Context: an optimization exercise on an open-source flow, tuned for small area, a short achievable clock period and few clock cycles per item. The choices shown serve that exercise and are no tape-out recipe. RTL that was checked went through simulation tests only; none was proved equivalent to the original. The clock port is modelled as an ideal driver; clocking choices that lean on that would not hold on a real chip. No activity file was given, so power comes from the tool's default toggle rates.

==> module cpa, before the edit <==
module cpa(a, b, s);
parameter N = 16;
parameter LV = 4;   
input [N-1:0] a, b;
output [N-1:0] s;
wire [(LV+1)*N-1:0] g, p;
assign g[N-1:0] = ~a & ~b;
assign p[N-1:0] = a ^ b;
genvar l, i;
generate
  for (l = 0; l < LV; l = l + 1) begin : lvl
    for (i = 0; i < N; i = i + 1) begin : bt
      if ((i >> l) % 2 == 1) begin : op
        assign g[(l+1)*N+i] = g[l*N+i] | (p[l*N+i] & g[l*N+((i>>l)<<l)-1]);
        assign p[(l+1)*N+i] = p[l*N+i] & p[l*N+((i>>l)<<l)-1];
      end else begin : pass
        assign g[(l+1)*N+i] = g[l*N+i];
        assign p[(l+1)*N+i] = p[l*N+i];
      end
    end
  end
endgenerate
assign s = p[N-1:0] ^ {g[LV*N+N-2:LV*N], 1'b0};
endmodule
Settings: LEC_CHECK=0, ABC_CLOCK_PERIOD_IN_PS=2000, CAP_MARGIN=20, CORE_MARGIN=2, CORE_UTILIZATION=60, CTS_CLUSTER_DIAMETER=100, CTS_CLUSTER_SIZE=20, PLACE_DENSITY=0.7, SLEW_MARGIN=20, SYNTH_HIERARCHICAL=1; clock period 8.0 ns.
standard.sh (not shown) runs the stock make flow with config.mk's settings and CLKGATE_MAP_FILE= SYNTH_SCRIPT=/design/flow/synth_recipe.tcl, a recipe that flattens the netlist after the stock synthesis.
==> flow/flow/run.sh <==
#!/bin/bash
# Own flow: the standard ORFS flow (standard synthesis, same steps and scripts), with
#  - port buffers of a plain small buffer cell (every input and output port still gets one),
#  - a tighter setup-slack target for the resizer's timing repair (flow/margin.txt),
#  - optionally (flow/post_cts.tcl) a step after clock-tree synthesis that sizes down cells
#    that are faster than needed, keeping the same setup-slack target.
# Each tool's full output goes to flow_orfs.log in this folder; ORFS's per-step logs stay
# under orfs/logs/.
set -euo pipefail
MARGIN=$(cat flow/margin.txt 2>/dev/null || echo 5.0)
export BUFFER_PORTS_ARGS="-buffer_cell sky130_fd_sc_hd__buf_1"
if [[ -f flow/post_cts.tcl ]]; then
  export POST_CTS_TCL=$PWD/flow/post_cts.tcl
fi
export OWN_MARGIN=$MARGIN
bash standard.sh SETUP_SLACK_MARGIN=$MARGIN finish > flow_orfs.log 2>&1
==> flow/flow/margin.txt <==
5.2
==> flow/flow/post_cts.tcl <==
# After clock-tree synthesis and its timing repair: size down cells on paths with more
# setup slack than the target, then legalise the placement again.
estimate_parasitics -placement
repair_timing -recover_power 100 -setup_margin $::env(OWN_MARGIN) -verbose
detailed_placement
check_placement -verbose
Then changed:
--- a/flow/design.v
+++ b/flow/design.v
@@ -2134,9 +2134,9 @@
 endmodule
 module cpa(a, b, s);
 parameter N = 16;
-parameter LV = 4;   
 input [N-1:0] a, b;
 output [N-1:0] s;
+parameter LV = 4;   
 wire [(LV+1)*N-1:0] g, p;
 assign g[N-1:0] = ~a & ~b;
 assign p[N-1:0] = a ^ b;
@@ -2144,9 +2144,9 @@
 generate
   for (l = 0; l < LV; l = l + 1) begin : lvl
     for (i = 0; i < N; i = i + 1) begin : bt
-      if ((i >> l) % 2 == 1) begin : op
-        assign g[(l+1)*N+i] = g[l*N+i] | (p[l*N+i] & g[l*N+((i>>l)<<l)-1]);
-        assign p[(l+1)*N+i] = p[l*N+i] & p[l*N+((i>>l)<<l)-1];
+      if (i >= (1 << l)) begin : op
+        assign g[(l+1)*N+i] = g[l*N+i] | (p[l*N+i] & g[l*N+i-(1<<l)]);
+        assign p[(l+1)*N+i] = p[l*N+i] & p[l*N+i-(1<<l)];
       end else begin : pass
         assign g[(l+1)*N+i] = g[l*N+i];
         assign p[(l+1)*N+i] = p[l*N+i];
Result: Via count came out higher by 1.7%. Register-to-register slack barely changes. Final area is about the same. Clock-buffer cell count came out lower by 3. Power came out higher by 3.3%. Routed wire length came out higher by 3.8%. Sequential cell count is unchanged. Hold slack gets worse by 0.0031 ns. Clock power stays flat. Setup slack hardly moves. Die area came out higher by 0.30%. Core utilization came out higher by 0.13 points.
Testbench counts after the change, summed over its fixed seeds: cycles 824, items 800.
Function not checked in the first run of this note: the RTL went through the layout flow alone.

---

Convolution with an RTL version that a note above also has.
Size in the first run: ~340 flip-flops, about 170 I/O pins.
// Convolution
module Convolution(clk, rst_n, in_valid, weight_valid,
  In_IFM_1, In_IFM_2, In_IFM_3, In_IFM_4, In_IFM_5, In_IFM_6, In_IFM_7, In_IFM_8, In_IFM_9,
  In_Weight_1, In_Weight_2, In_Weight_3, In_Weight_4, In_Weight_5, In_Weight_6, In_Weight_7, In_Weight_8, In_Weight_9,
  out_valid, Out_OFM);
input clk, rst_n, in_valid, weight_valid;
input [7:0] In_IFM_1;
input [7:0] In_IFM_2;
input [7:0] In_IFM_3;
input [7:0] In_IFM_4;
input [7:0] In_IFM_5;
input [7:0] In_IFM_6;
input [7:0] In_IFM_7;
input [7:0] In_IFM_8;
input [7:0] In_IFM_9;
input [7:0] In_Weight_1;
input [7:0] In_Weight_2;
input [7:0] In_Weight_3;
input [7:0] In_Weight_4;
input [7:0] In_Weight_5;
input [7:0] In_Weight_6;
input [7:0] In_Weight_7;
input [7:0] In_Weight_8;
input [7:0] In_Weight_9;
output out_valid;
output [20:0] Out_OFM;
reg [7:0] x1, w1;
reg [7:0] x2, w2;
reg [7:0] x3, w3;
reg [7:0] x4, w4;
reg [7:0] x5, w5;
reg [7:0] x6, w6;
reg [7:0] x7, w7;
reg [7:0] x8, w8;
reg [7:0] x9, w9;
wire [7:0] wn1;
wsel #(.N(8)) u_wsel1(.s(weight_valid), .a(In_Weight_1), .b(w1), .y(wn1));
wire [7:0] wn2;
wsel #(.N(8)) u_wsel2(.s(weight_valid), .a(In_Weight_2), .b(w2), .y(wn2));
wire [7:0] wn3;
wsel #(.N(8)) u_wsel3(.s(weight_valid), .a(In_Weight_3), .b(w3), .y(wn3));
wire [7:0] wn4;
wsel #(.N(8)) u_wsel4(.s(weight_valid), .a(In_Weight_4), .b(w4), .y(wn4));
wire [7:0] wn5;
wsel #(.N(8)) u_wsel5(.s(weight_valid), .a(In_Weight_5), .b(w5), .y(wn5));
wire [7:0] wn6;
wsel #(.N(8)) u_wsel6(.s(weight_valid), .a(In_Weight_6), .b(w6), .y(wn6));
wire [7:0] wn7;
wsel #(.N(8)) u_wsel7(.s(weight_valid), .a(In_Weight_7), .b(w7), .y(wn7));
wire [7:0] wn8;
wsel #(.N(8)) u_wsel8(.s(weight_valid), .a(In_Weight_8), .b(w8), .y(wn8));
wire [7:0] wn9;
wsel #(.N(8)) u_wsel9(.s(weight_valid), .a(In_Weight_9), .b(w9), .y(wn9));
always @(posedge clk) begin
  x1 <= In_IFM_1;
  x2 <= In_IFM_2;
  x3 <= In_IFM_3;
  x4 <= In_IFM_4;
  x5 <= In_IFM_5;
  x6 <= In_IFM_6;
  x7 <= In_IFM_7;
  x8 <= In_IFM_8;
  x9 <= In_IFM_9;
  w1 <= wn1;
  w2 <= wn2;
  w3 <= wn3;
  w4 <= wn4;
  w5 <= wn5;
  w6 <= wn6;
  w7 <= wn7;
  w8 <= wn8;
  w9 <= wn9;
end
reg [3:0] vld;
always @(posedge clk or negedge rst_n)
  if (!rst_n) vld <= 4'd0;
  else vld <= {vld[2:0], in_valid};
assign out_valid = vld[3];
reg k1_879;
reg k1_880;
reg k1_881;
reg k1_882;
reg k1_883;
reg k1_884;
reg k1_885;
reg k1_886;
  ...
clock: 8.0 ns
lec_check: 0
abc_clock_period_in_ps: 2000
cap_margin: 20
core_margin: 2
core_utilization: 60
place_density: 0.7
slew_margin: 20
synth_hierarchical: 1
==> flow/flow/run.sh <==
#!/bin/bash
# Own flow: the standard ORFS flow (standard synthesis, same steps), with
#  - port buffers of a plain small buffer cell (every input and output port still gets one),
#  - a tighter setup-slack target for the resizer's timing repair.
# Each tool's full output goes to flow_*.log in this folder; ORFS's own per-step logs stay
# under orfs/logs/.
set -euo pipefail
MARGIN=$(cat flow/margin.txt 2>/dev/null || echo 5.4)
export BUFFER_PORTS_ARGS="-buffer_cell sky130_fd_sc_hd__buf_1"
bash standard.sh SETUP_SLACK_MARGIN=$MARGIN finish > flow_orfs.log 2>&1
Scripts as last shown in full above: flow/flow/margin.txt
Testbench counts at the start, summed over its fixed seeds: cycles 824, items 800.
Change:
--- a/flow/design.v
+++ b/flow/design.v
@@ -27,53 +27,37 @@
 reg [7:0] x2, w2;
 reg [7:0] x3, w3;
 reg [7:0] x4, w4;
 reg [7:0] x5, w5;
 reg [7:0] x6, w6;
 reg [7:0] x7, w7;
 reg [7:0] x8, w8;
 reg [7:0] x9, w9;
-wire [7:0] wn1;
-wsel #(.N(8)) u_wsel1(.s(weight_valid), .a(In_Weight_1), .b(w1), .y(wn1));
-wire [7:0] wn2;
-wsel #(.N(8)) u_wsel2(.s(weight_valid), .a(In_Weight_2), .b(w2), .y(wn2));
-wire [7:0] wn3;
-wsel #(.N(8)) u_wsel3(.s(weight_valid), .a(In_Weight_3), .b(w3), .y(wn3));
-wire [7:0] wn4;
-wsel #(.N(8)) u_wsel4(.s(weight_valid), .a(In_Weight_4), .b(w4), .y(wn4));
-wire [7:0] wn5;
-wsel #(.N(8)) u_wsel5(.s(weight_valid), .a(In_Weight_5), .b(w5), .y(wn5));
-wire [7:0] wn6;
-wsel #(.N(8)) u_wsel6(.s(weight_valid), .a(In_Weight_6), .b(w6), .y(wn6));
-wire [7:0] wn7;
-wsel #(.N(8)) u_wsel7(.s(weight_valid), .a(In_Weight_7), .b(w7), .y(wn7));
-wire [7:0] wn8;
-wsel #(.N(8)) u_wsel8(.s(weight_valid), .a(In_Weight_8), .b(w8), .y(wn8));
-wire [7:0] wn9;
-wsel #(.N(8)) u_wsel9(.s(weight_valid), .a(In_Weight_9), .b(w9), .y(wn9));
 always @(posedge clk) begin
   x1 <= In_IFM_1;
   x2 <= In_IFM_2;
   x3 <= In_IFM_3;
   x4 <= In_IFM_4;
   x5 <= In_IFM_5;
   x6 <= In_IFM_6;
   x7 <= In_IFM_7;
   x8 <= In_IFM_8;
   x9 <= In_IFM_9;
-  w1 <= wn1;
-  w2 <= wn2;
-  w3 <= wn3;
-  w4 <= wn4;
-  w5 <= wn5;
-  w6 <= wn6;
-  w7 <= wn7;
-  w8 <= wn8;
-  w9 <= wn9;
+  if (weight_valid) begin
+    w1 <= In_Weight_1;
+    w2 <= In_Weight_2;
+    w3 <= In_Weight_3;
+    w4 <= In_Weight_4;
+    w5 <= In_Weight_5;
+    w6 <= In_Weight_6;
+    w7 <= In_Weight_7;
+    w8 <= In_Weight_8;
+    w9 <= In_Weight_9;
+  end
 end
 reg [3:0] vld;
 always @(posedge clk or negedge rst_n)
   if (!rst_n) vld <= 4'd0;
   else vld <= {vld[2:0], in_valid};
 assign out_valid = vld[3];
 reg k1_879;
 reg k1_880;
@@ -2109,39 +2093,32 @@
   k2_1259 <= c1214;
   k2_1260 <= c1216;
   k2_1261 <= c1218;
   k2_1262 <= c1226;
 end
 wire [12:0] fa_a = {1'b1,c1284,s1283,k2_1259,k2_1256,s1279,s1277,s1275,s1273,s1271,s1269,s1267,c1264};
 wire [12:0] fa_b = {1'b1,1'b1,c1282,s1281,c1280,c1278,c1276,c1274,c1272,c1270,c1268,c1266,s1265};
 wire [12:0] hi;
-cpa #(.N(13), .LV(4)) u_cpa(.a(fa_a), .b(fa_b), .s(hi));
+cpa #(.N(13)) u_cpa(.a(fa_a), .b(fa_b), .s(hi));
 reg [19:0] ofm;
 always @(posedge clk) ofm <= {hi, ~{s1263,k2_1232,k2_1231,k2_1230,k2_1229,k2_1228,k2_1227}};
 assign Out_OFM = {1'd0, ofm};
 endmodule
 module fa(a, b, c, s, co);
 input a, b, c;
 output s, co;
 assign s = a ^ b ^ c;
 assign co = (a & b) | (a & c) | (b & c);
 endmodule
-module wsel(s, a, b, y);
-parameter N = 8;
-input s;
-input [N-1:0] a, b;
-output [N-1:0] y;
-assign y = s ? a : b;
-endmodule
 module cpa(a, b, s);
 parameter N = 16;
 input [N-1:0] a, b;
 output [N-1:0] s;
-parameter LV = 4;   
+localparam LV = $clog2(N);
 wire [(LV+1)*N-1:0] g, p;
 assign g[N-1:0] = ~a & ~b;
 assign p[N-1:0] = a ^ b;
 genvar l, i;
 generate
   for (l = 0; l < LV; l = l + 1) begin : lvl
     for (i = 0; i < N; i = i + 1) begin : bt
       if (i >= (1 << l)) begin : op
Wire length stays flat; first-iteration DRC count drops by 7.2%; synthesized area drops by 2.0%; core utilization climbs by 3.8 points; setup slack degrades by 0.045 ns.
The RTL of the second run of this note was laid out without a check of its function.

## static timing again, ports no longer ideal
Ports are ideal in the flow. The routed layouts listed here were re-timed in OpenROAD.
Step 1: set_driving_cell puts a clkbuf_16 on clk and a buf_2 on each other input, an assumption about the parent block.
Step 2 adds t to the input delays and takes it off the output delays; t is the mean of the earliest and latest rising clock arrival at the registers after step 1. Input paths then give back, and output paths get back, about the clock's delay inside the block.
Slacks: ideal ports / drivers / drivers and shift; pairs: ideal ports / drivers.
run | t (ns) | slack for setup (ns) | worst register clock-pin slew, ns
the first run of note 1 | 0.601 | 5.180 / 5.180 / 4.793 | 0.09 / 0.09
the second run of note 1 | 0.612 | 5.179 / 5.179 / 4.777 | 0.09 / 0.09
the first run of note 2 | 0.621 | 5.205 / 5.205 / 4.806 | 0.06 / 0.06
the second run of note 2 | 0.615 | 5.160 / 5.160 / 5.160 | 0.06 / 0.06
After both steps every run listed still meets setup and hold. For the second run of note 1, which loses most, drivers alone change the setup slack by 0.000 ns; drivers and shift together by -0.402 ns.
